This is an optimization exercise on Yosys and OpenROAD, whose aim is small area and a short achievable clock period, not a production implementation.
Function was not checked in any run shown here: the RTL went through the layout flow alone.
Power figures rest on the tool's default switching activity, not on a simulated workload.

[design/flow/config.mk]
export PLATFORM = sky130hd
export DESIGN_NAME = axis_Gauss_1x5
export DESIGN_NICKNAME = axis_Gauss_1x5
export VERILOG_FILES = /design/flow/design.v
export SDC_FILE = /design/flow/constraint.sdc
export NUM_CORES = 4
export LEC_CHECK = 0
export CAP_MARGIN = 20
export CORE_MARGIN = 2
export CORE_UTILIZATION = 40
export SETUP_SLACK_MARGIN = 4.3
export SLEW_MARGIN = 20
export SYNTH_HIERARCHICAL = 1
export SYNTH_MINIMUM_KEEP_SIZE = 0
[design/flow/constraint.sdc]
create_clock -name core_clock -period 8.0 [get_ports {s_axis_aclk}]
set_input_delay 1.6000 -clock core_clock [delete_from_list [all_inputs] [get_ports {s_axis_aclk}]]
set_output_delay 1.6000 -clock core_clock [all_outputs]
set_load 0.01 [all_outputs]
[design/flow/design.v]
`timescale 1ns/1ns
module axis_Gauss_1x5 (
  input  logic       s_axis_aclk,
  input  logic       s_axis_arstn,
  input  logic [7:0] s_axis_tdata,
  input  logic       s_axis_tvalid,
  input  logic       s_axis_tlast,
  output logic [7:0] m_axis_tdata,
  output logic       m_axis_tvalid,
  output logic       m_axis_tlast
);
logic [7:0]  d1, d2, d3, d4;
logic        v1, v2, l1, l2;
logic [13:0] cnt;
logic [9:0] b;
always_ff @(posedge s_axis_aclk) begin
  d1 <= s_axis_tdata;
  d2 <= d1;
  d3 <= d2;
  d4 <= d3;
  v1 <= s_axis_tvalid;
  v2 <= v1;
  l1 <= s_axis_tlast;
  l2 <= l1;
  b <= bnext;
end
always_ff @(posedge s_axis_aclk) begin
  if (!s_axis_arstn || s_axis_tlast)
    cnt <= '0;
  else if (s_axis_tvalid)
    cnt <= cnt + 14'd1;
end
wire edge_pt = (cnt[13:1] == 13'd1);
wire [7:0] x0 = s_axis_tdata;
wire h1_s, h1_c;
gha h1 (.a(d1[0]), .b(d2[1]), .s(h1_s), .co(h1_c));
wire f2_s, f2_c;
gfa f2 (.a(d1[1]), .b(d2[2]), .c(h1_c), .s(f2_s), .co(f2_c));
wire f3_s, f3_c;
gfa f3 (.a(d1[2]), .b(d2[3]), .c(f2_c), .s(f3_s), .co(f3_c));
wire f4_s, f4_c;
gfa f4 (.a(d1[3]), .b(d2[4]), .c(x0[4]), .s(f4_s), .co(f4_c));
wire f5_s, f5_c;
gfa f5 (.a(d1[4]), .b(d2[5]), .c(x0[5]), .s(f5_s), .co(f5_c));
wire f6_s, f6_c;
gfa f6 (.a(d1[5]), .b(d2[6]), .c(x0[6]), .s(f6_s), .co(f6_c));
wire f7_s, f7_c;
gfa f7 (.a(d1[6]), .b(d2[7]), .c(x0[7]), .s(f7_s), .co(f7_c));
wire h8_s, h8_c;
gha h8 (.a(d2[0]), .b(x0[0]), .s(h8_s), .co(h8_c));
wire h9_s, h9_c;
gha h9 (.a(h1_s), .b(x0[1]), .s(h9_s), .co(h9_c));
wire h10_s, h10_c;
gha h10 (.a(f2_s), .b(x0[2]), .s(h10_s), .co(h10_c));
wire h11_s, h11_c;
gha h11 (.a(x0[3]), .b(f3_s), .s(h11_s), .co(h11_c));
wire h12_s, h12_c;
gha h12 (.a(f3_c), .b(f4_s), .s(h12_s), .co(h12_c));
wire h13_s, h13_c;
gha h13 (.a(f4_c), .b(f5_s), .s(h13_s), .co(h13_c));
wire h14_s, h14_c;
gha h14 (.a(f5_c), .b(f6_s), .s(h14_s), .co(h14_c));
wire h15_s, h15_c;
gha h15 (.a(f6_c), .b(f7_s), .s(h15_s), .co(h15_c));
wire h16_s, h16_c;
gha h16 (.a(d1[7]), .b(f7_c), .s(h16_s), .co(h16_c));
wire q17_x;
g_ao21 q17 (.a(h9_c), .b(h9_s), .c(h8_c), .x(q17_x));
wire q18_x;
g_and2 q18 (.a(h9_s), .b(h8_s), .x(q18_x));
wire q19_x;
g_ao21 q19 (.a(h11_c), .b(h11_s), .c(h10_c), .x(q19_x));
wire q20_x;
g_and2 q20 (.a(h11_s), .b(h10_s), .x(q20_x));
wire q21_x;
g_ao21 q21 (.a(h13_c), .b(h13_s), .c(h12_c), .x(q21_x));
wire q22_x;
g_and2 q22 (.a(h13_s), .b(h12_s), .x(q22_x));
wire q23_x;
g_ao21 q23 (.a(h15_c), .b(h15_s), .c(h14_c), .x(q23_x));
wire q24_x;
g_and2 q24 (.a(h15_s), .b(h14_s), .x(q24_x));
wire q25_x;
g_ao21 q25 (.a(h10_c), .b(h10_s), .c(q17_x), .x(q25_x));
wire q26_x;
g_and2 q26 (.a(h10_s), .b(q18_x), .x(q26_x));
wire q27_x;
g_ao21 q27 (.a(q19_x), .b(q20_x), .c(q17_x), .x(q27_x));
wire q28_x;
g_and2 q28 (.a(q20_x), .b(q18_x), .x(q28_x));
wire q29_x;
g_ao21 q29 (.a(h14_c), .b(h14_s), .c(q21_x), .x(q29_x));
wire q30_x;
g_and2 q30 (.a(h14_s), .b(q22_x), .x(q30_x));
wire q31_x;
g_ao21 q31 (.a(q23_x), .b(q24_x), .c(q21_x), .x(q31_x));
wire q32_x;
g_and2 q32 (.a(q24_x), .b(q22_x), .x(q32_x));
wire q33_x;
g_ao21 q33 (.a(h12_c), .b(h12_s), .c(q27_x), .x(q33_x));
wire q34_x;
g_and2 q34 (.a(h12_s), .b(q28_x), .x(q34_x));
wire q35_x;
g_ao21 q35 (.a(q21_x), .b(q22_x), .c(q27_x), .x(q35_x));
wire q36_x;
g_and2 q36 (.a(q22_x), .b(q28_x), .x(q36_x));
wire q37_x;
g_ao21 q37 (.a(q29_x), .b(q30_x), .c(q27_x), .x(q37_x));
wire q38_x;
g_and2 q38 (.a(q30_x), .b(q28_x), .x(q38_x));
wire q39_x;
g_ao21 q39 (.a(q31_x), .b(q32_x), .c(q27_x), .x(q39_x));
wire q40_x;
g_and2 q40 (.a(q32_x), .b(q28_x), .x(q40_x));
wire q41_x;
g_ao21 q41 (.a(h16_c), .b(h16_s), .c(q39_x), .x(q41_x));
wire q42_x;
g_and2 q42 (.a(h16_s), .b(q40_x), .x(q42_x));
wire q43_x;
g_xor2 q43 (.a(h9_s), .b(h8_c), .x(q43_x));
wire q44_x;
g_xor2 q44 (.a(h10_s), .b(q17_x), .x(q44_x));
wire q45_x;
g_xor2 q45 (.a(h11_s), .b(q25_x), .x(q45_x));
wire q46_x;
g_xor2 q46 (.a(h12_s), .b(q27_x), .x(q46_x));
wire q47_x;
g_xor2 q47 (.a(h13_s), .b(q33_x), .x(q47_x));
wire q48_x;
g_xor2 q48 (.a(h14_s), .b(q35_x), .x(q48_x));
wire q49_x;
g_xor2 q49 (.a(h15_s), .b(q37_x), .x(q49_x));
wire q50_x;
g_xor2 q50 (.a(h16_s), .b(q39_x), .x(q50_x));
wire q51_x;
g_xor2 q51 (.a(1'b0), .b(q41_x), .x(q51_x));
wire [9:0] bnext = {q51_x, q50_x, q49_x, q48_x, q47_x, q46_x, q45_x, q44_x, q43_x, h8_s};
wire h52_s, h52_c;
gha h52 (.a(d4[1]), .b(d2[0]), .s(h52_s), .co(h52_c));
wire f53_s, f53_c;
gfa f53 (.a(d4[2]), .b(d2[1]), .c(d2[0]), .s(f53_s), .co(f53_c));
wire i54 = ~d4[0];
wire f55_s, f55_c;
gfa f55 (.a(i54), .b(h52_c), .c(f53_s), .s(f55_s), .co(f55_c));
wire h56_s, h56_c;
gha h56 (.a(x0[2]), .b(f55_s), .s(h56_s), .co(h56_c));
wire i57 = ~d2[2];
wire f58_s, f58_c;
gfa f58 (.a(d4[3]), .b(d4[1]), .c(i57), .s(f58_s), .co(f58_c));
wire i59 = ~f58_s;
wire f60_s, f60_c;
gfa f60 (.a(d2[1]), .b(f53_c), .c(i59), .s(f60_s), .co(f60_c));
wire f61_s, f61_c;
gfa f61 (.a(f55_c), .b(x0[3]), .c(f60_s), .s(f61_s), .co(f61_c));
wire h62_s, h62_c;
gha h62 (.a(h56_c), .b(f61_s), .s(h62_s), .co(h62_c));
wire f63_s, f63_c;
gfa f63 (.a(b[0]), .b(d4[4]), .c(d2[3]), .s(f63_s), .co(f63_c));
wire i64 = ~d4[2];
wire f65_s, f65_c;
gfa f65 (.a(i64), .b(d2[2]), .c(d4[3]), .s(f65_s), .co(f65_c));
wire i66 = ~f58_c;
wire f67_s, f67_c;
gfa f67 (.a(i66), .b(f63_s), .c(f65_s), .s(f67_s), .co(f67_c));
wire f68_s, f68_c;
gfa f68 (.a(x0[4]), .b(f60_c), .c(f67_s), .s(f68_s), .co(f68_c));
wire i69 = ~x0[2];
wire f70_s, f70_c;
gfa f70 (.a(i69), .b(f61_c), .c(f68_s), .s(f70_s), .co(f70_c));
wire f71_s, f71_c;
gfa f71 (.a(b[1]), .b(d4[3]), .c(b[0]), .s(f71_s), .co(f71_c));
wire f72_s, f72_c;
gfa f72 (.a(d4[5]), .b(d4[0]), .c(d2[4]), .s(f72_s), .co(f72_c));
wire f73_s, f73_c;
gfa f73 (.a(d2[3]), .b(f63_c), .c(f65_c), .s(f73_s), .co(f73_c));
wire i74 = ~f71_s;
wire f75_s, f75_c;
gfa f75 (.a(i74), .b(f72_s), .c(x0[5]), .s(f75_s), .co(f75_c));
wire f76_s, f76_c;
gfa f76 (.a(x0[0]), .b(f73_s), .c(f67_c), .s(f76_s), .co(f76_c));
wire i77 = ~x0[3];
wire f78_s, f78_c;
gfa f78 (.a(i77), .b(f75_s), .c(f68_c), .s(f78_s), .co(f78_c));
wire h79_s, h79_c;
gha h79 (.a(f76_s), .b(f70_c), .s(h79_s), .co(h79_c));
wire f80_s, f80_c;
gfa f80 (.a(d4[6]), .b(d4[1]), .c(d2[5]), .s(f80_s), .co(f80_c));
wire i81 = ~d2[4];
wire f82_s, f82_c;
gfa f82 (.a(b[2]), .b(d4[4]), .c(i81), .s(f82_s), .co(f82_c));
wire i83 = ~f71_c;
wire f84_s, f84_c;
gfa f84 (.a(i83), .b(f72_c), .c(f80_s), .s(f84_s), .co(f84_c));
wire i85 = ~f82_s;
wire f86_s, f86_c;
gfa f86 (.a(i85), .b(f73_c), .c(x0[6]), .s(f86_s), .co(f86_c));
wire i87 = ~x0[4];
wire f88_s, f88_c;
gfa f88 (.a(i87), .b(x0[1]), .c(f84_s), .s(f88_s), .co(f88_c));
wire f89_s, f89_c;
gfa f89 (.a(f75_c), .b(f76_c), .c(f86_s), .s(f89_s), .co(f89_c));
wire f90_s, f90_c;
gfa f90 (.a(f88_s), .b(f78_c), .c(f89_s), .s(f90_s), .co(f90_c));
wire f91_s, f91_c;
gfa f91 (.a(d4[7]), .b(d4[2]), .c(d2[6]), .s(f91_s), .co(f91_c));
wire i92 = ~d2[5];
wire f93_s, f93_c;
gfa f93 (.a(b[3]), .b(d4[5]), .c(i92), .s(f93_s), .co(f93_c));
wire i94 = ~f82_c;
wire f95_s, f95_c;
gfa f95 (.a(f80_c), .b(i94), .c(f91_s), .s(f95_s), .co(f95_c));
wire i96 = ~f93_s;
wire f97_s, f97_c;
gfa f97 (.a(i96), .b(f84_c), .c(x0[7]), .s(f97_s), .co(f97_c));
wire i98 = ~x0[5];
wire f99_s, f99_c;
gfa f99 (.a(i98), .b(x0[2]), .c(f95_s), .s(f99_s), .co(f99_c));
wire f100_s, f100_c;
gfa f100 (.a(f86_c), .b(f88_c), .c(f97_s), .s(f100_s), .co(f100_c));
wire f101_s, f101_c;
gfa f101 (.a(f99_s), .b(f89_c), .c(f100_s), .s(f101_s), .co(f101_c));
wire f102_s, f102_c;
gfa f102 (.a(b[0]), .b(d4[3]), .c(d2[7]), .s(f102_s), .co(f102_c));
wire i103 = ~d2[6];
wire f104_s, f104_c;
gfa f104 (.a(b[4]), .b(d4[6]), .c(i103), .s(f104_s), .co(f104_c));
wire i105 = ~f93_c;
wire f106_s, f106_c;
gfa f106 (.a(f91_c), .b(i105), .c(f102_s), .s(f106_s), .co(f106_c));
wire i107 = ~f95_c;
wire f108_s, f108_c;
gfa f108 (.a(f104_s), .b(i107), .c(x0[6]), .s(f108_s), .co(f108_c));
wire f109_s, f109_c;
gfa f109 (.a(x0[3]), .b(f106_s), .c(f97_c), .s(f109_s), .co(f109_c));
wire i110 = ~f108_s;
wire f111_s, f111_c;
gfa f111 (.a(f99_c), .b(i110), .c(f100_c), .s(f111_s), .co(f111_c));
wire h112_s, h112_c;
gha h112 (.a(f109_s), .b(f101_c), .s(h112_s), .co(h112_c));
wire f113_s, f113_c;
gfa f113 (.a(b[1]), .b(d4[4]), .c(d2[7]), .s(f113_s), .co(f113_c));
wire i114 = ~f102_c;
wire f115_s, f115_c;
gfa f115 (.a(b[5]), .b(d4[7]), .c(i114), .s(f115_s), .co(f115_c));
wire i116 = ~f104_c;
wire f117_s, f117_c;
gfa f117 (.a(i116), .b(f113_s), .c(f106_c), .s(f117_s), .co(f117_c));
wire f118_s, f118_c;
gfa f118 (.a(x0[7]), .b(i87), .c(f115_s), .s(f118_s), .co(f118_c));
wire i119 = ~f117_s;
wire f120_s, f120_c;
gfa f120 (.a(f108_c), .b(i119), .c(f118_s), .s(f120_s), .co(f120_c));
wire i121 = ~f120_s;
wire f122_s, f122_c;
gfa f122 (.a(f109_c), .b(i121), .c(f111_c), .s(f122_s), .co(f122_c));
wire i123 = ~b[6];
wire f124_s, f124_c;
gfa f124 (.a(i123), .b(b[2]), .c(d4[5]), .s(f124_s), .co(f124_c));
wire i125 = ~f115_c;
wire f126_s, f126_c;
gfa f126 (.a(f113_c), .b(f124_s), .c(i125), .s(f126_s), .co(f126_c));
wire i127 = ~f118_c;
wire f128_s, f128_c;
gfa f128 (.a(x0[5]), .b(f117_c), .c(i127), .s(f128_s), .co(f128_c));
wire i129 = ~f120_c;
wire f130_s, f130_c;
gfa f130 (.a(f126_s), .b(i129), .c(f128_s), .s(f130_s), .co(f130_c));
wire f131_s, f131_c;
gfa f131 (.a(b[7]), .b(b[3]), .c(d4[6]), .s(f131_s), .co(f131_c));
wire f132_s, f132_c;
gfa f132 (.a(f124_c), .b(f131_s), .c(x0[6]), .s(f132_s), .co(f132_c));
wire f133_s, f133_c;
gfa f133 (.a(f126_c), .b(f132_s), .c(f128_c), .s(f133_s), .co(f133_c));
wire f134_s, f134_c;
gfa f134 (.a(b[8]), .b(b[4]), .c(d4[7]), .s(f134_s), .co(f134_c));
wire i135 = ~b[7];
wire f136_s, f136_c;
gfa f136 (.a(i135), .b(f131_c), .c(f134_s), .s(f136_s), .co(f136_c));
wire f137_s, f137_c;
gfa f137 (.a(x0[7]), .b(f136_s), .c(f132_c), .s(f137_s), .co(f137_c));
wire i138 = ~b[8];
wire f139_s, f139_c;
gfa f139 (.a(b[9]), .b(b[5]), .c(i138), .s(f139_s), .co(f139_c));
wire f140_s, f140_c;
gfa f140 (.a(f134_c), .b(f139_s), .c(f136_c), .s(f140_s), .co(f140_c));
wire i141 = ~b[9];
wire f142_s, f142_c;
gfa f142 (.a(b[6]), .b(i141), .c(f139_c), .s(f142_s), .co(f142_c));
wire i143 = ~x0[0];
wire i144 = ~x0[1];
wire h145_s, h145_c;
gha h145 (.a(d4[0]), .b(x0[0]), .s(h145_s), .co(h145_c));
wire h146_s, h146_c;
gha h146 (.a(h52_s), .b(x0[1]), .s(h146_s), .co(h146_c));
wire h147_s, h147_c;
gha h147 (.a(i143), .b(h56_s), .s(h147_s), .co(h147_c));
wire h148_s, h148_c;
gha h148 (.a(i144), .b(h62_s), .s(h148_s), .co(h148_c));
wire h149_s, h149_c;
gha h149 (.a(h62_c), .b(f70_s), .s(h149_s), .co(h149_c));
wire h150_s, h150_c;
gha h150 (.a(f78_s), .b(h79_s), .s(h150_s), .co(h150_c));
wire h151_s, h151_c;
gha h151 (.a(h79_c), .b(f90_s), .s(h151_s), .co(h151_c));
wire h152_s, h152_c;
gha h152 (.a(f90_c), .b(f101_s), .s(h152_s), .co(h152_c));
wire q153_x;
g_ao21 q153 (.a(h146_c), .b(h146_s), .c(h145_c), .x(q153_x));
wire q154_x;
g_and2 q154 (.a(h146_s), .b(h145_s), .x(q154_x));
wire q155_x;
g_ao21 q155 (.a(h148_c), .b(h148_s), .c(h147_c), .x(q155_x));
wire q156_x;
g_and2 q156 (.a(h148_s), .b(h147_s), .x(q156_x));
wire q157_x;
g_ao21 q157 (.a(h150_c), .b(h150_s), .c(h149_c), .x(q157_x));
wire q158_x;
g_and2 q158 (.a(h150_s), .b(h149_s), .x(q158_x));
wire q159_x;
g_ao21 q159 (.a(h152_c), .b(h152_s), .c(h151_c), .x(q159_x));
wire q160_x;
g_and2 q160 (.a(h152_s), .b(h151_s), .x(q160_x));
wire q161_x;
g_ao21 q161 (.a(h147_c), .b(h147_s), .c(q153_x), .x(q161_x));
wire q162_x;
g_and2 q162 (.a(h147_s), .b(q154_x), .x(q162_x));
wire q163_x;
g_ao21 q163 (.a(q155_x), .b(q156_x), .c(q153_x), .x(q163_x));
wire q164_x;
g_and2 q164 (.a(q156_x), .b(q154_x), .x(q164_x));
wire q165_x;
g_ao21 q165 (.a(h151_c), .b(h151_s), .c(q157_x), .x(q165_x));
wire q166_x;
g_and2 q166 (.a(h151_s), .b(q158_x), .x(q166_x));
wire q167_x;
g_ao21 q167 (.a(q159_x), .b(q160_x), .c(q157_x), .x(q167_x));
wire q168_x;
g_and2 q168 (.a(q160_x), .b(q158_x), .x(q168_x));
wire q169_x;
g_ao21 q169 (.a(h149_c), .b(h149_s), .c(q163_x), .x(q169_x));
wire q170_x;
g_and2 q170 (.a(h149_s), .b(q164_x), .x(q170_x));
wire q171_x;
g_ao21 q171 (.a(q157_x), .b(q158_x), .c(q163_x), .x(q171_x));
wire q172_x;
g_and2 q172 (.a(q158_x), .b(q164_x), .x(q172_x));
wire q173_x;
g_ao21 q173 (.a(q165_x), .b(q166_x), .c(q163_x), .x(q173_x));
wire q174_x;
g_and2 q174 (.a(q166_x), .b(q164_x), .x(q174_x));
wire q175_x;
g_ao21 q175 (.a(q167_x), .b(q168_x), .c(q163_x), .x(q175_x));
wire q176_x;
g_and2 q176 (.a(q168_x), .b(q164_x), .x(q176_x));
wire q177_x;
g_ao21 q177 (.a(h146_c), .b(h146_s), .c(h145_c), .x(q177_x));
wire q178_x;
g_ao21 q178 (.a(h147_c), .b(h147_s), .c(q177_x), .x(q178_x));
wire q179_x;
g_ao21 q179 (.a(h148_c), .b(h148_s), .c(q178_x), .x(q179_x));
wire q180_x;
g_ao21 q180 (.a(h149_c), .b(h149_s), .c(q179_x), .x(q180_x));
wire q181_x;
g_ao21 q181 (.a(h150_c), .b(h150_s), .c(q180_x), .x(q181_x));
wire q182_x;
g_ao21 q182 (.a(h152_c), .b(h152_s), .c(h151_c), .x(q182_x));
wire q183_x;
g_and2 q183 (.a(h152_s), .b(h151_s), .x(q183_x));
wire q184_x;
g_ao21 q184 (.a(q182_x), .b(q183_x), .c(q181_x), .x(q184_x));
wire h185_s, h185_c;
gha h185 (.a(f140_s), .b(f137_c), .s(h185_s), .co(h185_c));
wire h186_s, h186_c;
gha h186 (.a(f142_s), .b(f140_c), .s(h186_s), .co(h186_c));
wire h187_s, h187_c;
gha h187 (.a(i135), .b(f142_c), .s(h187_s), .co(h187_c));
wire h188_s, h188_c;
gha h188 (.a(i138), .b(b[7]), .s(h188_s), .co(h188_c));
wire h189_s, h189_c;
gha h189 (.a(i141), .b(b[8]), .s(h189_s), .co(h189_c));
wire q190_x;
g_ao21 q190 (.a(h186_c), .b(h186_s), .c(h185_c), .x(q190_x));
wire q191_x;
g_and2 q191 (.a(h186_s), .b(h185_s), .x(q191_x));
wire q192_x;
g_ao21 q192 (.a(h188_c), .b(h188_s), .c(h187_c), .x(q192_x));
wire q193_x;
g_and2 q193 (.a(h188_s), .b(h187_s), .x(q193_x));
wire q194_x;
g_ao21 q194 (.a(h187_c), .b(h187_s), .c(q190_x), .x(q194_x));
wire q195_x;
g_and2 q195 (.a(h187_s), .b(q191_x), .x(q195_x));
wire q196_x;
g_ao21 q196 (.a(q192_x), .b(q193_x), .c(q190_x), .x(q196_x));
wire q197_x;
g_and2 q197 (.a(q193_x), .b(q191_x), .x(q197_x));
wire q198_x;
g_ao21 q198 (.a(h189_c), .b(h189_s), .c(q196_x), .x(q198_x));
wire q199_x;
g_and2 q199 (.a(h189_s), .b(q197_x), .x(q199_x));
wire q200_x;
g_xor2 q200 (.a(h186_s), .b(h185_c), .x(q200_x));
wire q201_x;
g_xor2 q201 (.a(h187_s), .b(q190_x), .x(q201_x));
wire q202_x;
g_xor2 q202 (.a(h188_s), .b(q194_x), .x(q202_x));
wire q203_x;
g_xor2 q203 (.a(h189_s), .b(q196_x), .x(q203_x));
wire [9:0] ua = {q203_x, q202_x, q201_x, q200_x, h185_s, f137_s, f130_c, f130_s, h112_c, f111_s};
wire [9:0] ub = {1'b0, 1'b0, 1'b0, 1'b0, 1'b0, f133_c, f133_s, f122_c, f122_s, h112_s};
wire uc = q184_x;
logic [9:0] oa, ob;
logic oc;
always_ff @(posedge s_axis_aclk) begin
  oa <= edge_pt ? {d2, 2'd0} : ua;
  ob <= edge_pt ? 10'd0 : ub;
  oc <= ~edge_pt & uc;
  m_axis_tvalid <= v2;
  m_axis_tlast  <= l2 & ~edge_pt;
end
assign m_axis_tdata = {oa[9] ^ (1'b0 | oa[8] & 1'b0 | oa[8] & oa[7] & 1'b0 | oa[8] & oa[7] & oa[6] & 1'b0 | oa[8] & oa[7] & oa[6] & oa[5] & (oa[4] & ob[4]) | oa[8] & oa[7] & oa[6] & oa[5] & (oa[4] ^ ob[4]) & (oa[3] & ob[3]) | oa[8] & oa[7] & oa[6] & oa[5] & (oa[4] ^ ob[4]) & (oa[3] ^ ob[3]) & (oa[2] & ob[2]) | oa[8] & oa[7] & oa[6] & oa[5] & (oa[4] ^ ob[4]) & (oa[3] ^ ob[3]) & (oa[2] ^ ob[2]) & (oa[1] & ob[1]) | oa[8] & oa[7] & oa[6] & oa[5] & (oa[4] ^ ob[4]) & (oa[3] ^ ob[3]) & (oa[2] ^ ob[2]) & (oa[1] ^ ob[1]) & (oa[0] & ob[0]) | oa[8] & oa[7] & oa[6] & oa[5] & (oa[4] ^ ob[4]) & (oa[3] ^ ob[3]) & (oa[2] ^ ob[2]) & (oa[1] ^ ob[1]) & (oa[0] ^ ob[0]) & oc), oa[8] ^ (1'b0 | oa[7] & 1'b0 | oa[7] & oa[6] & 1'b0 | oa[7] & oa[6] & oa[5] & (oa[4] & ob[4]) | oa[7] & oa[6] & oa[5] & (oa[4] ^ ob[4]) & (oa[3] & ob[3]) | oa[7] & oa[6] & oa[5] & (oa[4] ^ ob[4]) & (oa[3] ^ ob[3]) & (oa[2] & ob[2]) | oa[7] & oa[6] & oa[5] & (oa[4] ^ ob[4]) & (oa[3] ^ ob[3]) & (oa[2] ^ ob[2]) & (oa[1] & ob[1]) | oa[7] & oa[6] & oa[5] & (oa[4] ^ ob[4]) & (oa[3] ^ ob[3]) & (oa[2] ^ ob[2]) & (oa[1] ^ ob[1]) & (oa[0] & ob[0]) | oa[7] & oa[6] & oa[5] & (oa[4] ^ ob[4]) & (oa[3] ^ ob[3]) & (oa[2] ^ ob[2]) & (oa[1] ^ ob[1]) & (oa[0] ^ ob[0]) & oc), oa[7] ^ (1'b0 | oa[6] & 1'b0 | oa[6] & oa[5] & (oa[4] & ob[4]) | oa[6] & oa[5] & (oa[4] ^ ob[4]) & (oa[3] & ob[3]) | oa[6] & oa[5] & (oa[4] ^ ob[4]) & (oa[3] ^ ob[3]) & (oa[2] & ob[2]) | oa[6] & oa[5] & (oa[4] ^ ob[4]) & (oa[3] ^ ob[3]) & (oa[2] ^ ob[2]) & (oa[1] & ob[1]) | oa[6] & oa[5] & (oa[4] ^ ob[4]) & (oa[3] ^ ob[3]) & (oa[2] ^ ob[2]) & (oa[1] ^ ob[1]) & (oa[0] & ob[0]) | oa[6] & oa[5] & (oa[4] ^ ob[4]) & (oa[3] ^ ob[3]) & (oa[2] ^ ob[2]) & (oa[1] ^ ob[1]) & (oa[0] ^ ob[0]) & oc), oa[6] ^ (1'b0 | oa[5] & (oa[4] & ob[4]) | oa[5] & (oa[4] ^ ob[4]) & (oa[3] & ob[3]) | oa[5] & (oa[4] ^ ob[4]) & (oa[3] ^ ob[3]) & (oa[2] & ob[2]) | oa[5] & (oa[4] ^ ob[4]) & (oa[3] ^ ob[3]) & (oa[2] ^ ob[2]) & (oa[1] & ob[1]) | oa[5] & (oa[4] ^ ob[4]) & (oa[3] ^ ob[3]) & (oa[2] ^ ob[2]) & (oa[1] ^ ob[1]) & (oa[0] & ob[0]) | oa[5] & (oa[4] ^ ob[4]) & (oa[3] ^ ob[3]) & (oa[2] ^ ob[2]) & (oa[1] ^ ob[1]) & (oa[0] ^ ob[0]) & oc), oa[5] ^ ((oa[4] & ob[4]) | (oa[4] ^ ob[4]) & (oa[3] & ob[3]) | (oa[4] ^ ob[4]) & (oa[3] ^ ob[3]) & (oa[2] & ob[2]) | (oa[4] ^ ob[4]) & (oa[3] ^ ob[3]) & (oa[2] ^ ob[2]) & (oa[1] & ob[1]) | (oa[4] ^ ob[4]) & (oa[3] ^ ob[3]) & (oa[2] ^ ob[2]) & (oa[1] ^ ob[1]) & (oa[0] & ob[0]) | (oa[4] ^ ob[4]) & (oa[3] ^ ob[3]) & (oa[2] ^ ob[2]) & (oa[1] ^ ob[1]) & (oa[0] ^ ob[0]) & oc), (oa[4] ^ ob[4]) ^ ((oa[3] & ob[3]) | (oa[3] ^ ob[3]) & (oa[2] & ob[2]) | (oa[3] ^ ob[3]) & (oa[2] ^ ob[2]) & (oa[1] & ob[1]) | (oa[3] ^ ob[3]) & (oa[2] ^ ob[2]) & (oa[1] ^ ob[1]) & (oa[0] & ob[0]) | (oa[3] ^ ob[3]) & (oa[2] ^ ob[2]) & (oa[1] ^ ob[1]) & (oa[0] ^ ob[0]) & oc), (oa[3] ^ ob[3]) ^ ((oa[2] & ob[2]) | (oa[2] ^ ob[2]) & (oa[1] & ob[1]) | (oa[2] ^ ob[2]) & (oa[1] ^ ob[1]) & (oa[0] & ob[0]) | (oa[2] ^ ob[2]) & (oa[1] ^ ob[1]) & (oa[0] ^ ob[0]) & oc), (oa[2] ^ ob[2]) ^ ((oa[1] & ob[1]) | (oa[1] ^ ob[1]) & (oa[0] & ob[0]) | (oa[1] ^ ob[1]) & (oa[0] ^ ob[0]) & oc)};
endmodule
module g_maj3 (
  input  logic a,
  input  logic b,
  input  logic c,
  output logic x
);
assign x = (a & b) | (a & c) | (b & c);
endmodule
module g_or2 (
  input  logic a,
  input  logic b,
  output logic x
);
assign x = a | b;
endmodule
module g_and2 (
  input  logic a,
  input  logic b,
  output logic x
);
assign x = a & b;
endmodule
module g_xor2 (
  input  logic a,
  input  logic b,
  output logic x
);
assign x = a ^ b;
endmodule
module g_ao21 (
  input  logic a,
  input  logic b,
  input  logic c,
  output logic x
);
assign x = a | (b & c);
endmodule
module gha (
  input  logic a,
  input  logic b,
  output logic s,
  output logic co
);
assign s  = a ^ b;
assign co = a & b;
endmodule
module gfa (
  input  logic a,
  input  logic b,
  input  logic c,
  output logic s,
  output logic co
);
assign s  = a ^ b ^ c;
assign co = (a & b) | (a & c) | (b & c);
endmodule
[design/flow/flow/run.sh]
#!/bin/bash
# Layout flow: the standard flow, with plain buffers on the ports and a clock
# tree of small buffers without dummy loads.
export BUFFER_PORTS_ARGS="-buffer_cell sky130_fd_sc_hd__buf_2"
export CTS_ARGS="-sink_clustering_enable -repair_clock_nets -dont_use_dummy_load -buf_list \"sky130_fd_sc_hd__clkbuf_4 sky130_fd_sc_hd__clkbuf_8\""
bash standard.sh > standard.log 2>&1
[design/flow/standard.sh]
#!/bin/bash
# synth_recipe.tcl (not shown) runs the flow's synth.tcl, then flattens the netlist and writes it again
# the make line also repeats each setting of config.mk as NAME=value (left out here)
make -C /OpenROAD-flow-scripts/flow DESIGN_CONFIG=/design/flow/config.mk WORK_HOME=/design/flow/orfs CLKGATE_MAP_FILE= SYNTH_SCRIPT=/design/flow/synth_recipe.tcl "${@:-finish}"
==> results of run 1 <==
[cell usage after synthesis (3+ instances only)]
cell / n / area share (%)
sky130_fd_sc_hd__dfxtp_1: 78 / 36
sky130_fd_sc_hd__fa_1: 61 / 28
sky130_fd_sc_hd__ha_1: 34 / 9.7
sky130_fd_sc_hd__inv_1: 34 / 2.9
sky130_fd_sc_hd__a21o_1: 25 / 4.3
sky130_fd_sc_hd__xor2_1: 19 / 3.8
sky130_fd_sc_hd__nor2_1: 15 / 1.3
sky130_fd_sc_hd__xnor2_1: 13 / 2.6
sky130_fd_sc_hd__and2_2: 9 / 1.5
sky130_fd_sc_hd__nand3_1: 9 / 1.0
sky130_fd_sc_hd__and2_1: 8 / 1.1
sky130_fd_sc_hd__mux2_2: 7 / 1.8
sky130_fd_sc_hd__a21oi_1: 4 / 0.46
sky130_fd_sc_hd__nand2_1: 4 / 0.34
sky130_fd_sc_hd__nand4_1: 4 / 0.57
sky130_fd_sc_hd__o21ai_0: 4 / 0.46
sky130_fd_sc_hd__and4_1: 3 / 0.60
sky130_fd_sc_hd__clkbuf_1: 3 / 0.26
sky130_fd_sc_hd__nor3_1: 3 / 0.34
sky130_fd_sc_hd__nor4_1: 3 / 0.43
sky130_fd_sc_hd__or3_1: 3 / 0.43
[power by group]
part / total, mW / internal (mW) / switching [mW]
Clock: 0.222 / 0.101 / 0.121
Combinational: 1.14 / 0.611 / 0.528
Sequential: 0.539 / 0.481 / 0.0579
Total: 1.90 / 1.19 / 0.708
[final timing paths]
path	slack [ns]	startpoint	end
worst min-delay path	0.32	d3[4]	d4[4]
worst max register to register	4.37	d2[5]	oc
worst max-delay path	4.30	s_axis_tdata[7]	oc
worst min register to register	0.32	d3[4]	d4[4]
[flip-flops by register name, summed over array words and instances, names as in the netlist, 5 cells and up]
name and count:
d3 8, b 10, d1 8, ob 5
cnt 14, d2 8, d4 8, oa 10
[final cells by class]
type                    count  area [um^2]  area share (%)
clock buffers               9        123.9           2.566
well taps                 140        175.2           3.629
multi-input cells         239         2689           55.70
inverters                  34        127.6           2.644
repair buffers             23        142.6           2.955
flip-flops and latches     78         1569           32.50
[Yosys stat by module, one instance, submodules excluded]
module / cells inside / copies in the design / area, um^2 / flip-flops and latches
g_ao21: 1 / 24 / 7.507 / 0
gfa: 1 / 61 / 20.02 / 0
gha: 1 / 28 / 12.51 / 0
g_and2: 1 / 7 / 6.256 / 0
axis_Gauss_1x5: 222 / 1 / 2476 / 78
g_xor2: 1 / 13 / 8.758 / 0
[stage by stage]
stage               hold WS, ns  utilization, %  std cells
finish                   0.3222           44.92        523
global route             0.3309           44.92        523
CTS                      0.3252           44.48        521
detailed placement       0.3121           43.23        512
global placement         0.3100           43.23        512
floorplan                0.3096               -        355
[layer usage]
layer | GRT usage, % | vias up
met2 | 24.46 | 25
met5 | 0 | -
met1 | 20.75 | 1205
met4 | 4.396 | 0
met3 | 3.108 | 9
li1 | - | 1206
[cells by family after synthesis]
| group | after synthesis |
|---|---|
| fa+ha+maj | 95 |
| flops | 78 |
| simple gates | 67 |
| buf+inv | 38 |
| compound gates | 35 |
| xor+xnor | 32 |
| mux | 9 |
| other cells | 1 |
[timing repair]
action | CTS | global route
resized for setup | 7 | 12
setup buffers | 0 | 2
endpoints found under the setup margin | 5 | 4
endpoints found under the hold margin | 0 | 0
hold buffers | 0 | 0
gates cloned | 0 | 0
pin swaps | 0 | 7
==> reports/qor.yml, run 1 <==
outcome: "complete, no violations"
synth_async_sr_flop_share_pct: 0
total_power_mw: 1.900
dpl.hpwl_um: 6138
synth.ff_latch_count: 78
rsz0062_at_grt: "true"
synth.cell_area_mm2: 0.004385
route.detailed.vias_per_inst: 4.675
timing.final.hold_violations: 0
worst_setup_slack_final_ns: 4.296
layout_worst_path_cycle_share_pct: 46.30
cts_max_level: 3
critical-path-max-stage-delay_ns: 0.55
floorplan.initialDensity_pct: 40.81
grt_antenna_before_repair: 0
cts_buffers: 9
synth_simple_gate_area_share_pct: 9.044
first_drt_iteration_drcs: 99
wl_met3_um: 219
synth_edf_count: 0
clock-skew-final_ns: 0.02043
syn-instance-count: 355
post-route-drc-count: 0
finalWeightedCongestion: 0.8504
series_of_cell_instances_along_the_critical_path: "buf_12 -> fa_1 -> fa_1 -> fa_1 -> ha_1 -> a21o_1 -> a21o_1 -> and2_4"
cts.root.buffer_cell: "sky130_fd_sc_hd__clkbuf_8"
synth_flop_cell: "sky130_fd_sc_hd__dfxtp_1"
synth_top_family_by_area: "adder cells"
worst_setup_slack_after_placement_ns: 3.909
ff_to_ff_path_depth: 9
final_number_of_max_transition_violations: 0
post-route-min-period_ns: 3.704
cellPowerDensity_mw_per_mm2: 393.7
timing.setup.tns_ns: 0
muxShareOfSynthArea_pct: 2.368
routed-via-count: 2445
area_growth_pct: 10.07
path_delay_family: "adder cells"
die_footprint_mm2: 0.01182
clk_pin_slew_worst_paths_ns: 0.07
min_delay_path_depth: 0
fillerInstances: 1031
final_layout_size_suffix_gt1_share_pct: 16.45
yosys_warnings: 7
worst_path_most_repeated_cell: "sky130_fd_sc_hd__fa_1"
global_route.overflow_total: 0
drt_pre_antenna_iters: 4
crit_path_max_fanout: 4
routedWlPerCell_um: 14.36
grt_use_total_pct: 15.17
drt-met1-wl_um: 3536
postRouteAntennaNets: 0
synth_adder_area_share_pct: 37.55
mappedNetlistNets: 462
mostFrequentLayoutCell: "sky130_fd_sc_hd__dfxtp_1"
ioPinCount: 22
synth.avg_cell_area_um2: 12.35
worst_ep_arrival_time_ns: 3.93
nNetsFinal: 492
slowest_stage: "sky130_fd_sc_hd__fa_1"
number_of_global_route_vias_before_repair: 2667
cts_tree: "built"
timing.critical_path.to_type: "flop"
postLayoutCellArea_mm2: 0.004827
vdd.ir_drop.worst_v: 0.0001780
port_buffers: 21
pin_count_of_the_biggest_net_entering_global_routing: 18
synthXorXnorAreaFrac_pct: 6.391
max-cap-violations: 0
critical_path_buf_inv_count: 1
highest-signal-layer: "met4"
chipWidth_um: 108.7
synth-seq-area-share_pct: 35.61
fp_rows: 38
clk_latency_ns: 0.35
number_of_distinct_library_cells_after_synthesis: 33
synth-compound-area-share_pct: 5.535
route.met2.wl_um: 3644
postRouteWirelength_um: 7509
clock_path_buffers: 2
core_mm2: 0.01075
commonest_non_fill_non_tap_cells_in_the_layout: "72 x sky130_fd_sc_hd__dfxtp_1, 59 x sky130_fd_sc_hd__fa_1, 34 x sky130_fd_sc_hd__ha_1, 33 x sky130_fd_sc_hd__inv_1, 25 x sky130_fd_sc_hd__a21o_1"
die_y_um: 108.7
insertedDiodeCount: 0
required_ns: 8.22
hp-class: "flop to flop"
timing.fmax_ghz: 0.2700
worst_slew_margin_rel_pct: 62.52
global_route_wire_length_before_repair_um: 13480
setup_violations: 0
setup.worst_path.class: "input pin to flop"
cp-start-kind: "input pin"
slew_of_the_pin_with_the_lowest_slew_margin_ns: 0.5570
placed_area_mm2: 0.004646
tritoncts_num_sinks: 78
path_depth: 8
cellLeakagePower_nw: 2.201
==> inputs of run 2 (changes only) <==
--- a/design/flow/design.v
+++ b/design/flow/design.v
@@ -24,11 +24,30 @@
   l2 <= l1;
   b <= bnext;
 end
+wire [14:0] cc;
+wire [13:0] cs;
+wire cc_lo;
+assign cc[0] = s_axis_tvalid;
+gha cnt_ha0 (.a(cnt[0]), .b(cc[0]), .s(cs[0]), .co(cc[1]));
+gha cnt_ha1 (.a(cnt[1]), .b(cc[1]), .s(cs[1]), .co(cc[2]));
+gha cnt_ha2 (.a(cnt[2]), .b(cc[2]), .s(cs[2]), .co(cc[3]));
+gha cnt_ha3 (.a(cnt[3]), .b(cc[3]), .s(cs[3]), .co(cc[4]));
+gha cnt_ha4 (.a(cnt[4]), .b(cc[4]), .s(cs[4]), .co(cc[5]));
+gha cnt_ha5 (.a(cnt[5]), .b(cc[5]), .s(cs[5]), .co(cc[6]));
+gha cnt_ha6 (.a(cnt[6]), .b(cc[6]), .s(cs[6]), .co(cc_lo));
+gha cnt_ha7 (.a(cnt[7]), .b(cc[7]), .s(cs[7]), .co(cc[8]));
+gha cnt_ha8 (.a(cnt[8]), .b(cc[8]), .s(cs[8]), .co(cc[9]));
+gha cnt_ha9 (.a(cnt[9]), .b(cc[9]), .s(cs[9]), .co(cc[10]));
+gha cnt_ha10 (.a(cnt[10]), .b(cc[10]), .s(cs[10]), .co(cc[11]));
+gha cnt_ha11 (.a(cnt[11]), .b(cc[11]), .s(cs[11]), .co(cc[12]));
+gha cnt_ha12 (.a(cnt[12]), .b(cc[12]), .s(cs[12]), .co(cc[13]));
+gha cnt_ha13 (.a(cnt[13]), .b(cc[13]), .s(cs[13]), .co(cc[14]));
+assign cc[7] = s_axis_tvalid & (&cnt[6:0]);
 always_ff @(posedge s_axis_aclk) begin
   if (!s_axis_arstn || s_axis_tlast)
     cnt <= '0;
-  else if (s_axis_tvalid)
-    cnt <= cnt + 14'd1;
+  else
+    cnt <= cs;
 end
 wire edge_pt = (cnt[13:1] == 13'd1);
 wire [7:0] x0 = s_axis_tdata;
@@ -406,34 +425,31 @@
 g_xor2 q202 (.a(h188_s), .b(q194_x), .x(q202_x));
 wire q203_x;
 g_xor2 q203 (.a(h189_s), .b(q196_x), .x(q203_x));
-wire [9:0] ua = {q203_x, q202_x, q201_x, q200_x, h185_s, f137_s, f130_c, f130_s, h112_c, f111_s};
-wire [9:0] ub = {1'b0, 1'b0, 1'b0, 1'b0, 1'b0, f133_c, f133_s, f122_c, f122_s, h112_s};
+wire h204_s, h204_c;
+gha h204 (.a(f111_s), .b(h112_s), .s(h204_s), .co(h204_c));
+wire h205_s, h205_c;
+gha h205 (.a(h112_c), .b(f122_s), .s(h205_s), .co(h205_c));
+wire h206_s, h206_c;
+gha h206 (.a(f130_s), .b(f122_c), .s(h206_s), .co(h206_c));
+wire h207_s, h207_c;
+gha h207 (.a(f130_c), .b(f133_s), .s(h207_s), .co(h207_c));
+wire h208_s, h208_c;
+gha h208 (.a(f137_s), .b(f133_c), .s(h208_s), .co(h208_c));
+wire [9:0] ua = {q203_x, q202_x, q201_x, q200_x, h185_s, h208_s, h207_s, h206_s, h205_s, h204_s};
+wire [9:0] ub = {1'b0, 1'b0, 1'b0, 1'b0, 1'b0, h208_c, h207_c, h206_c, h205_c, h204_c};
 wire uc = q184_x;
 logic [9:0] oa, ob;
 logic oc;
+logic       ept;
 always_ff @(posedge s_axis_aclk) begin
-  oa <= edge_pt ? {d2, 2'd0} : ua;
-  ob <= edge_pt ? 10'd0 : ub;
-  oc <= ~edge_pt & uc;
+  oa <= ua;
+  ob <= ub;
+  oc <= uc;
+  ept <= edge_pt;
   m_axis_tvalid <= v2;
   m_axis_tlast  <= l2 & ~edge_pt;
 end
-assign m_axis_tdata = {oa[9] ^ (1'b0 | oa[8] & 1'b0 | oa[8] & oa[7] & 1'b0 | oa[8] & oa[7] & oa[6] & 1'b0 | oa[8] & oa[7] & oa[6] & oa[5] & (oa[4] & ob[4]) | oa[8] & oa[7] & oa[6] & oa[5] & (oa[4] ^ ob[4]) & (oa[3] & ob[3]) | oa[8] & oa[7] & oa[6] & oa[5] & (oa[4] ^ ob[4]) & (oa[3] ^ ob[3]) & (oa[2] & ob[2]) | oa[8] & oa[7] & oa[6] & oa[5] & (oa[4] ^ ob[4]) & (oa[3] ^ ob[3]) & (oa[2] ^ ob[2]) & (oa[1] & ob[1]) | oa[8] & oa[7] & oa[6] & oa[5] & (oa[4] ^ ob[4]) & (oa[3] ^ ob[3]) & (oa[2] ^ ob[2]) & (oa[1] ^ ob[1]) & (oa[0] & ob[0]) | oa[8] & oa[7] & oa[6] & oa[5] & (oa[4] ^ ob[4]) & (oa[3] ^ ob[3]) & (oa[2] ^ ob[2]) & (oa[1] ^ ob[1]) & (oa[0] ^ ob[0]) & oc), oa[8] ^ (1'b0 | oa[7] & 1'b0 | oa[7] & oa[6] & 1'b0 | oa[7] & oa[6] & oa[5] & (oa[4] & ob[4]) | oa[7] & oa[6] & oa[5] & (oa[4] ^ ob[4]) & (oa[3] & ob[3]) | oa[7] & oa[6] & oa[5] & (oa[4] ^ ob[4]) & (oa[3] ^ ob[3]) & (oa[2] & ob[2]) | oa[7] & oa[6] & oa[5] & (oa[4] ^ ob[4]) & (oa[3] ^ ob[3]) & (oa[2] ^ ob[2]) & (oa[1] & ob[1]) | oa[7] & oa[6] & oa[5] & (oa[4] ^ ob[4]) & (oa[3] ^ ob[3]) & (oa[2] ^ ob[2]) & (oa[1] ^ ob[1]) & (oa[0] & ob[0]) | oa[7] & oa[6] & oa[5] & (oa[4] ^ ob[4]) & (oa[3] ^ ob[3]) & (oa[2] ^ ob[2]) & (oa[1] ^ ob[1]) & (oa[0] ^ ob[0]) & oc), oa[7] ^ (1'b0 | oa[6] & 1'b0 | oa[6] & oa[5] & (oa[4] & ob[4]) | oa[6] & oa[5] & (oa[4] ^ ob[4]) & (oa[3] & ob[3]) | oa[6] & oa[5] & (oa[4] ^ ob[4]) & (oa[3] ^ ob[3]) & (oa[2] & ob[2]) | oa[6] & oa[5] & (oa[4] ^ ob[4]) & (oa[3] ^ ob[3]) & (oa[2] ^ ob[2]) & (oa[1] & ob[1]) | oa[6] & oa[5] & (oa[4] ^ ob[4]) & (oa[3] ^ ob[3]) & (oa[2] ^ ob[2]) & (oa[1] ^ ob[1]) & (oa[0] & ob[0]) | oa[6] & oa[5] & (oa[4] ^ ob[4]) & (oa[3] ^ ob[3]) & (oa[2] ^ ob[2]) & (oa[1] ^ ob[1]) & (oa[0] ^ ob[0]) & oc), oa[6] ^ (1'b0 | oa[5] & (oa[4] & ob[4]) | oa[5] & (oa[4] ^ ob[4]) & (oa[3] & ob[3]) | oa[5] & (oa[4] ^ ob[4]) & (oa[3] ^ ob[3]) & (oa[2] & ob[2]) | oa[5] & (oa[4] ^ ob[4]) & (oa[3] ^ ob[3]) & (oa[2] ^ ob[2]) & (oa[1] & ob[1]) | oa[5] & (oa[4] ^ ob[4]) & (oa[3] ^ ob[3]) & (oa[2] ^ ob[2]) & (oa[1] ^ ob[1]) & (oa[0] & ob[0]) | oa[5] & (oa[4] ^ ob[4]) & (oa[3] ^ ob[3]) & (oa[2] ^ ob[2]) & (oa[1] ^ ob[1]) & (oa[0] ^ ob[0]) & oc), oa[5] ^ ((oa[4] & ob[4]) | (oa[4] ^ ob[4]) & (oa[3] & ob[3]) | (oa[4] ^ ob[4]) & (oa[3] ^ ob[3]) & (oa[2] & ob[2]) | (oa[4] ^ ob[4]) & (oa[3] ^ ob[3]) & (oa[2] ^ ob[2]) & (oa[1] & ob[1]) | (oa[4] ^ ob[4]) & (oa[3] ^ ob[3]) & (oa[2] ^ ob[2]) & (oa[1] ^ ob[1]) & (oa[0] & ob[0]) | (oa[4] ^ ob[4]) & (oa[3] ^ ob[3]) & (oa[2] ^ ob[2]) & (oa[1] ^ ob[1]) & (oa[0] ^ ob[0]) & oc), (oa[4] ^ ob[4]) ^ ((oa[3] & ob[3]) | (oa[3] ^ ob[3]) & (oa[2] & ob[2]) | (oa[3] ^ ob[3]) & (oa[2] ^ ob[2]) & (oa[1] & ob[1]) | (oa[3] ^ ob[3]) & (oa[2] ^ ob[2]) & (oa[1] ^ ob[1]) & (oa[0] & ob[0]) | (oa[3] ^ ob[3]) & (oa[2] ^ ob[2]) & (oa[1] ^ ob[1]) & (oa[0] ^ ob[0]) & oc), (oa[3] ^ ob[3]) ^ ((oa[2] & ob[2]) | (oa[2] ^ ob[2]) & (oa[1] & ob[1]) | (oa[2] ^ ob[2]) & (oa[1] ^ ob[1]) & (oa[0] & ob[0]) | (oa[2] ^ ob[2]) & (oa[1] ^ ob[1]) & (oa[0] ^ ob[0]) & oc), (oa[2] ^ ob[2]) ^ ((oa[1] & ob[1]) | (oa[1] ^ ob[1]) & (oa[0] & ob[0]) | (oa[1] ^ ob[1]) & (oa[0] ^ ob[0]) & oc)};
-endmodule
-module g_maj3 (
-  input  logic a,
-  input  logic b,
-  input  logic c,
-  output logic x
-);
-assign x = (a & b) | (a & c) | (b & c);
-endmodule
-module g_or2 (
-  input  logic a,
-  input  logic b,
-  output logic x
-);
-assign x = a | b;
+assign m_axis_tdata = {(ept ? d3[7] : oa[9]) ^ (~ept & (1'b0 | oa[8] & 1'b0 | oa[8] & oa[7] & 1'b0 | oa[8] & oa[7] & oa[6] & 1'b0 | oa[8] & oa[7] & oa[6] & oa[5] & ob[4] | oa[8] & oa[7] & oa[6] & oa[5] & oa[4] & ob[3] | oa[8] & oa[7] & oa[6] & oa[5] & oa[4] & oa[3] & ob[2] | oa[8] & oa[7] & oa[6] & oa[5] & oa[4] & oa[3] & oa[2] & ob[1] | oa[8] & oa[7] & oa[6] & oa[5] & oa[4] & oa[3] & oa[2] & oa[1] & ob[0] | oa[8] & oa[7] & oa[6] & oa[5] & oa[4] & oa[3] & oa[2] & oa[1] & oa[0] & oc)), (ept ? d3[6] : oa[8]) ^ (~ept & (1'b0 | oa[7] & 1'b0 | oa[7] & oa[6] & 1'b0 | oa[7] & oa[6] & oa[5] & ob[4] | oa[7] & oa[6] & oa[5] & oa[4] & ob[3] | oa[7] & oa[6] & oa[5] & oa[4] & oa[3] & ob[2] | oa[7] & oa[6] & oa[5] & oa[4] & oa[3] & oa[2] & ob[1] | oa[7] & oa[6] & oa[5] & oa[4] & oa[3] & oa[2] & oa[1] & ob[0] | oa[7] & oa[6] & oa[5] & oa[4] & oa[3] & oa[2] & oa[1] & oa[0] & oc)), (ept ? d3[5] : oa[7]) ^ (~ept & (1'b0 | oa[6] & 1'b0 | oa[6] & oa[5] & ob[4] | oa[6] & oa[5] & oa[4] & ob[3] | oa[6] & oa[5] & oa[4] & oa[3] & ob[2] | oa[6] & oa[5] & oa[4] & oa[3] & oa[2] & ob[1] | oa[6] & oa[5] & oa[4] & oa[3] & oa[2] & oa[1] & ob[0] | oa[6] & oa[5] & oa[4] & oa[3] & oa[2] & oa[1] & oa[0] & oc)), (ept ? d3[4] : oa[6]) ^ (~ept & (1'b0 | oa[5] & ob[4] | oa[5] & oa[4] & ob[3] | oa[5] & oa[4] & oa[3] & ob[2] | oa[5] & oa[4] & oa[3] & oa[2] & ob[1] | oa[5] & oa[4] & oa[3] & oa[2] & oa[1] & ob[0] | oa[5] & oa[4] & oa[3] & oa[2] & oa[1] & oa[0] & oc)), (ept ? d3[3] : oa[5]) ^ (~ept & (ob[4] | oa[4] & ob[3] | oa[4] & oa[3] & ob[2] | oa[4] & oa[3] & oa[2] & ob[1] | oa[4] & oa[3] & oa[2] & oa[1] & ob[0] | oa[4] & oa[3] & oa[2] & oa[1] & oa[0] & oc)), (ept ? d3[2] : oa[4]) ^ (~ept & (ob[3] | oa[3] & ob[2] | oa[3] & oa[2] & ob[1] | oa[3] & oa[2] & oa[1] & ob[0] | oa[3] & oa[2] & oa[1] & oa[0] & oc)), (ept ? d3[1] : oa[3]) ^ (~ept & (ob[2] | oa[2] & ob[1] | oa[2] & oa[1] & ob[0] | oa[2] & oa[1] & oa[0] & oc)), (ept ? d3[0] : oa[2]) ^ (~ept & (ob[1] | oa[1] & ob[0] | oa[1] & oa[0] & oc))};
 endmodule
 module g_and2 (
   input  logic a,
--- a/design/flow/config.mk
+++ b/design/flow/config.mk
@@ -8,7 +8,7 @@
 export CAP_MARGIN = 20
 export CORE_MARGIN = 2
 export CORE_UTILIZATION = 40
-export SETUP_SLACK_MARGIN = 4.3
+export SETUP_SLACK_MARGIN = 4.45
 export SLEW_MARGIN = 20
 export SYNTH_HIERARCHICAL = 1
 export SYNTH_MINIMUM_KEEP_SIZE = 0
==> run 2 against run 1 <==
Net effect: design area down 0.16%; global-route usage increased by 0.34 points; largest power group unchanged; synthesized area is 0.63% lower; highest routed layer unchanged; clock skew up 0.0059 ns; cell count down 2.3%; register-to-register slack improved by 0.19 ns; setup slack gained 0.19 ns; still clean; utilization decreased by 0.070 points; hold slack lost 0.0061 ns; critical endpoint unchanged; clock-buffer cell count unchanged; first-iteration DRC count decreased by 14%; synthesized cell count is 2.8% lower.
==> reports/qor.yml, run 2 <==
core_mm2: 0.01075
cts_tree: "built"
drt_pre_antenna_iters: 4
placed_area_mm2: 0.004624
postRouteAntennaNets: 0
outcome: "complete, no violations"
setup.worst_path.class: "input pin to flop"
global_route.overflow_total: 0
clk_latency_ns: 0.34
global_route_wire_length_before_repair_um: 13530
synth-compound-area-share_pct: 7.494
grt_use_total_pct: 15.50
clock-skew-final_ns: 0.02632
muxShareOfSynthArea_pct: 0
postRouteWirelength_um: 7545
netlist.area_leader.share_pct: 36.29
timing.fmax_ghz: 0.2843
setup_violations: 0
chipWidth_um: 108.4
crit_path_max_fanout: 5
layout_worst_path_cycle_share_pct: 43.97
die_footprint_mm2: 0.01175
routed-via-count: 2458
hp-class: "flop to flop"
cellPowerDensity_mw_per_mm2: 363.8
finalWeightedCongestion: 0.8643
synth_simple_gate_area_share_pct: 8.297
post-route-min-period_ns: 3.518
clk_pin_slew_worst_paths_ns: 0.09
cts.root.buffer_cell: "sky130_fd_sc_hd__clkbuf_8"
post-route-drc-count: 0
required_ns: 8.24
largest_register_ff_count: 14
post-synth-top-count-cell: "sky130_fd_sc_hd__dfxtp_1"
die_y_um: 108.4
timing.final.hold_violations: 0
rsz0062_at_grt: "true"
syn-instance-count: 345
top_reg_by_flops: "cnt"
cts_buffers: 9
postLayoutCellArea_mm2: 0.004820
mappedNetlistNets: 465
ioPinCount: 22
synth_flop_cell: "sky130_fd_sc_hd__dfxtp_1"
pin_count_of_the_biggest_net_entering_global_routing: 23
synth_area_leaders: "sky130_fd_sc_hd__dfxtp_1 36%, sky130_fd_sc_hd__fa_1 28%, sky130_fd_sc_hd__ha_1 13%"
worst_ep_arrival_time_ns: 3.76
number_of_global_route_vias_before_repair: 2788
slowest_stage: "sky130_fd_sc_hd__fa_2"
timing.critical_path.to_type: "flop"
insertedDiodeCount: 0
synth_adder_area_share_pct: 41.52
final_layout_size_suffix_gt1_share_pct: 14.29
dpl.hpwl_um: 6319
first_drt_iteration_drcs: 85
fp_rows: 38
synth.ff_latch_count: 79
critical-path-max-stage-delay_ns: 0.54
cp-start-kind: "input pin"
yosys_warnings: 7
synth_top_family_by_area: "adder cells"
final_number_of_max_transition_violations: 0
synth_edf_count: 0
port_buffers: 21
vdd.ir_drop.worst_v: 0.0002480
synth_async_sr_flop_share_pct: 0
synth-seq-area-share_pct: 36.29
cellLeakagePower_nw: 2.321
commonest_non_fill_non_tap_cells_in_the_layout: "67 x sky130_fd_sc_hd__dfxtp_1, 58 x sky130_fd_sc_hd__fa_1, 47 x sky130_fd_sc_hd__ha_1, 33 x sky130_fd_sc_hd__inv_1, 25 x sky130_fd_sc_hd__a21o_1"
timing.setup.tns_ns: 0
synth_area_leader_cell: "sky130_fd_sc_hd__dfxtp_1"
grt_antenna_before_repair: 0
routedWlPerCell_um: 14.77
route.detailed.vias_per_inst: 4.810
synth.avg_cell_area_um2: 12.63
number_of_distinct_library_cells_after_synthesis: 35
worst_slew_margin_rel_pct: 50.09
tritoncts_num_sinks: 79
clock_path_buffers: 2
floorplan.initialDensity_pct: 40.56
max-cap-violations: 0
mostFrequentLayoutCell: "sky130_fd_sc_hd__dfxtp_1"
slew_of_the_pin_with_the_lowest_slew_margin_ns: 0.7472
synthXorXnorAreaFrac_pct: 3.015
nNetsFinal: 493
series_of_cell_instances_along_the_critical_path: "clkbuf_4 -> fa_2 -> fa_1 -> fa_1 -> ha_1 -> a21o_1 -> a21o_1"
area_growth_pct: 10.59
reg_top3: "cnt (14), b (10), oa (10)"
cts_max_level: 3
synth.cell_area_mm2: 0.004358
synth_commonest_cells: "79 x sky130_fd_sc_hd__dfxtp_1, 61 x sky130_fd_sc_hd__fa_1, 47 x sky130_fd_sc_hd__ha_1"
-- run 2: cell types whose count changed after synthesis, moves of 7 or more --
cell                      previous run  this run
sky130_fd_sc_hd__mux2_2              7         0
sky130_fd_sc_hd__nor2_1             15         5
sky130_fd_sc_hd__and2_2              9         0
sky130_fd_sc_hd__xnor2_1            13         1
sky130_fd_sc_hd__and2_1              8        21
sky130_fd_sc_hd__ha_1               34        47
-- run 2: worst paths after layout --
check                           slack [ns]            start  cells after the start       endpoint
worst max-delay path                  4.48  s_axis_tdata[6]                      7             oc
worst min register to register        0.32               v2                      0  m_axis_tvalid
worst max register to register        4.56            d4[2]                      9             oc
worst min-delay path                  0.32               v2                      0  m_axis_tvalid
-- run 2: logic make-up after synthesis --
| group | count (synthesis) |
|---|---|
| xor+xnor | 15 |
| other cells | 1 |
| buf+inv | 38 |
| flops | 79 |
| simple gates | 59 |
| fa+ha+maj | 108 |
| compound gates | 45 |
-- run 2: final cells by class --
type	instances	area [um^2]
clock buffers	9	123.9
fillers	1037	5926
inverters	34	127.6
multi-input cells	228	2666
flip-flops and latches	79	1599
well taps	140	175.2
repair buffers	21	127.6
-- run 2: per-module statistics from Yosys (local to each module, per instance) --
module / cells inside / flip-flops and latches / cell area [um^2]
gha: 1 / 0 / 12.51
g_xor2: 1 / 0 / 8.758
g_and2: 1 / 0 / 6.256
axis_Gauss_1x5: 193 / 79 / 2211
g_ao21: 1 / 0 / 7.507
gfa: 1 / 0 / 20.02
-- run 2: power by group --
| group | switching, mW | total [mW] | internal, mW |
|---|---|---|---|
| sequential | 0.0796 | 0.569 | 0.490 |
| clock | 0.121 | 0.221 | 0.101 |
| combinational | 0.487 | 0.963 | 0.476 |
-- run 2: per-stage QoR --
| step | total power [mW] | hold WS, ns | utilization (%) | std cells | setup slack (ns) |
|---|---|---|---|---|---|
| floorplan | 1.272 | 0.3096 | - | 345 | 4.344 |
| global placement | 1.511 | 0.3107 | 43.04 | 502 | 4.116 |
| detailed placement | 1.542 | 0.3161 | 43.04 | 502 | 4.056 |
| CTS | 1.776 | 0.3216 | 44.22 | 511 | 4.447 |
| global route | 1.985 | 0.3238 | 44.85 | 511 | 4.396 |
| finish | 1.753 | 0.3160 | 44.85 | 511 | 4.482 |
-- run 2: critical path, delay by kind of cell --
| family | cells | cell delay, ns |
|---|---|---|
| AO/OA/AOI/OAI | 2 | 0.32 |
| buffers and inverters | 1 | 0.16 |
| adder cells (fa/ha/maj) | 4 | 1.67 |
-- run 2: repair_timing --
action                     in CTS  in global routing
setup endpoints to repair       4                  7
buffers inserted                0                  0
hold buffers                    0                  0
pin swaps                       0                  6
cloned                          0                  0
resized for setup               3                 27
-- run 2: metal layers --
metal	track usage [%]	up-vias	part of all wire (%)
met2	25.79	38	50
met4	7.692	0	3.1
met1	18.73	1214	44
li1	-	1186	-
met3	3.918	20	3.7
met5	0	-	0

==> re-timing with driven ports <==
Ports are ideal in the flow. The routed layouts listed here were re-timed in OpenROAD.
Step 1 sets driving cells, clkbuf_16 on the clock port and buf_2 on the other inputs (assumed; they add their load-dependent delay and slew).
Step 2, shift: input delay + t, output delay - t, t = (earliest + latest rising clock arrival at the registers) / 2. This alone moves slack from input paths to output paths.
Slacks: ideal ports / drivers / drivers and shift; pairs: ideal ports / drivers.
run	t, ns	setup WS [ns]	slew at the worst register clock pin (ns)
run 1	0.366	4.296 / 4.282 / 3.915	0.08 / 0.08
run 2	0.364	4.482 / 4.468 / 4.118	0.09 / 0.09
After both steps setup and hold are still met in every run listed. The setup slack of run 1, which loses most, moves by -0.014 ns with the drivers and by -0.381 ns with both steps.
